What follows belongs to an exercise in optimizing a design on an open flow for small area and a short achievable clock period; a production flow would make more cautious choices.
In this exercise RTL edits were held to simulation tests only and were not proved equivalent to the original.
Power is estimated from default activity; no workload was simulated.

==> inputs of branch amber <==
Design FIR_Top, start of the top module:
module FIR_Top(input clk, input [7:0] Xin, H0, H1, H2, output reg [15:0] Yout);
  reg [15:0] Q1;
  reg [15:0] Q2;
  wire a1 = ~(Xin[0] & H2[0]);
  wire a2 = ~(Xin[0] & H2[1]);
  wire a3 = ~(Xin[0] & H2[2]);
  wire a4 = ~(Xin[0] & H2[3]);
  wire a5 = ~(Xin[0] & H2[4]);
  wire a6 = ~(Xin[0] & H2[5]);
  wire a7 = ~(Xin[0] & H2[6]);
  wire a8 = ~(Xin[0] & H2[7]);
  wire a9 = ~(Xin[1] & H2[0]);
  wire a10 = ~(Xin[1] & H2[1]);
  wire a11 = ~(Xin[1] & H2[2]);
  wire a12 = ~(Xin[1] & H2[3]);
  wire a13 = ~(Xin[1] & H2[4]);
  wire a14 = ~(Xin[1] & H2[5]);
  wire a15 = ~(Xin[1] & H2[6]);
  wire a16 = ~(Xin[1] & H2[7]);
  wire a17 = ~(Xin[2] & H2[0]);
  wire a18 = ~(Xin[2] & H2[1]);
  wire a19 = ~(Xin[2] & H2[2]);
  wire a20 = ~(Xin[2] & H2[3]);
  wire a21 = ~(Xin[2] & H2[4]);
  wire a22 = ~(Xin[2] & H2[5]);
  wire a23 = ~(Xin[2] & H2[6]);
  wire a24 = ~(Xin[2] & H2[7]);
  wire a25 = ~(Xin[3] & H2[0]);
  wire a26 = ~(Xin[3] & H2[1]);
  wire a27 = ~(Xin[3] & H2[2]);
  wire a28 = ~(Xin[3] & H2[3]);
  wire a29 = ~(Xin[3] & H2[4]);
  wire a30 = ~(Xin[3] & H2[5]);
  wire a31 = ~(Xin[3] & H2[6]);
  wire a32 = ~(Xin[3] & H2[7]);
  wire a33 = ~(Xin[4] & H2[0]);
  wire a34 = ~(Xin[4] & H2[1]);
  wire a35 = ~(Xin[4] & H2[2]);
  wire a36 = ~(Xin[4] & H2[3]);
  wire a37 = ~(Xin[4] & H2[4]);
  wire a38 = ~(Xin[4] & H2[5]);
  wire a39 = ~(Xin[4] & H2[6]);
  wire a40 = ~(Xin[4] & H2[7]);
  wire a41 = ~(Xin[5] & H2[0]);
  wire a42 = ~(Xin[5] & H2[1]);
  wire a43 = ~(Xin[5] & H2[2]);
  wire a44 = ~(Xin[5] & H2[3]);
  wire a45 = ~(Xin[5] & H2[4]);
  wire a46 = ~(Xin[5] & H2[5]);
  wire a47 = ~(Xin[5] & H2[6]);
  wire a48 = ~(Xin[5] & H2[7]);
  wire a49 = ~(Xin[6] & H2[0]);
  wire a50 = ~(Xin[6] & H2[1]);
  wire a51 = ~(Xin[6] & H2[2]);
  wire a52 = ~(Xin[6] & H2[3]);
  wire a53 = ~(Xin[6] & H2[4]);
  wire a54 = ~(Xin[6] & H2[5]);
  wire a55 = ~(Xin[6] & H2[6]);
  wire a56 = ~(Xin[6] & H2[7]);
  wire a57 = ~(Xin[7] & H2[0]);
  wire a58 = ~(Xin[7] & H2[1]);
  wire a59 = ~(Xin[7] & H2[2]);
  wire a60 = ~(Xin[7] & H2[3]);
  ...
clock: 9.5 ns
lec_check: 0
cap_margin: 20
core_margin: 2
core_utilization: 60
setup_slack_margin: 4.2
slew_margin: 20
synth_hierarchical: 1
synth_minimum_keep_size: 0
tns_end_percent: 0
standard.sh (not shown) runs the stock make flow with config.mk's settings and CLKGATE_MAP_FILE= SYNTH_SCRIPT=/design/flow/synth_recipe.tcl, a recipe that flattens the netlist after the stock synthesis.
==> flow/flow/run.sh <==
#!/bin/bash
# Own flow: the standard layout (standard.sh, unchanged synthesis and steps),
# with the port buffers that global placement inserts made as the smallest
# plain buffer instead of the default; repair then upsizes them where timing needs it.
set -euo pipefail
export BUFFER_PORTS_ARGS="-buffer_cell sky130_fd_sc_hd__buf_1"
bash standard.sh > standard_make.log 2>&1
==> branch fjord (differences from branch amber) <==
- PLACE_DENSITY: unset -> 0.7
==> run summary <==
Global-route usage: branch fjord is higher than branch amber (0.40 points).
Register-to-register slack: branch amber is higher than branch fjord (0.09 ns).
In branch fjord the total power is smaller than in branch amber, by 3.6%.
Die area is the same in branch fjord and branch amber.
In branch fjord the via count is smaller than in branch amber, by 0.95%.
In sequential power, branch fjord and branch amber hardly differ.
Combinational power: branch amber is larger than branch fjord (about 4%).
In branch fjord the utilization is lower than in branch amber, by 1.2 points.
In critical path depth, branch fjord and branch amber do not differ.
Against branch fjord, the non-clock buffer count of branch amber is higher by 4.

separate check: timing with driven ports:
The results above use ideal ports. As a check the final layouts listed here were re-extracted and re-timed, cells and wires unchanged.
Step 1 assumes that a clkbuf_16 drives the clock port and a buf_2 every other input.
Step 2, shift: input delay + t, output delay - t, t = (earliest + latest rising clock arrival at the registers) / 2. This alone moves slack from input paths to output paths.
a / b / c = ideal / step 1 / step 2; a / b = the first two.
run | t, ns | setup slack, ns | slew at the worst register clock pin (ns) | cell pins on the clock port's net
branch amber | 0.330 | 4.352 / 4.356 / 4.026 | 0.10 / 0.10 | 1
branch fjord | 0.344 | 4.254 / 4.265 / 3.921 | 0.10 / 0.10 | 1
After both steps setup and hold are still met in every run listed. For branch fjord, which loses most, drivers alone change the setup slack by +0.011 ns; drivers and shift together by -0.333 ns.
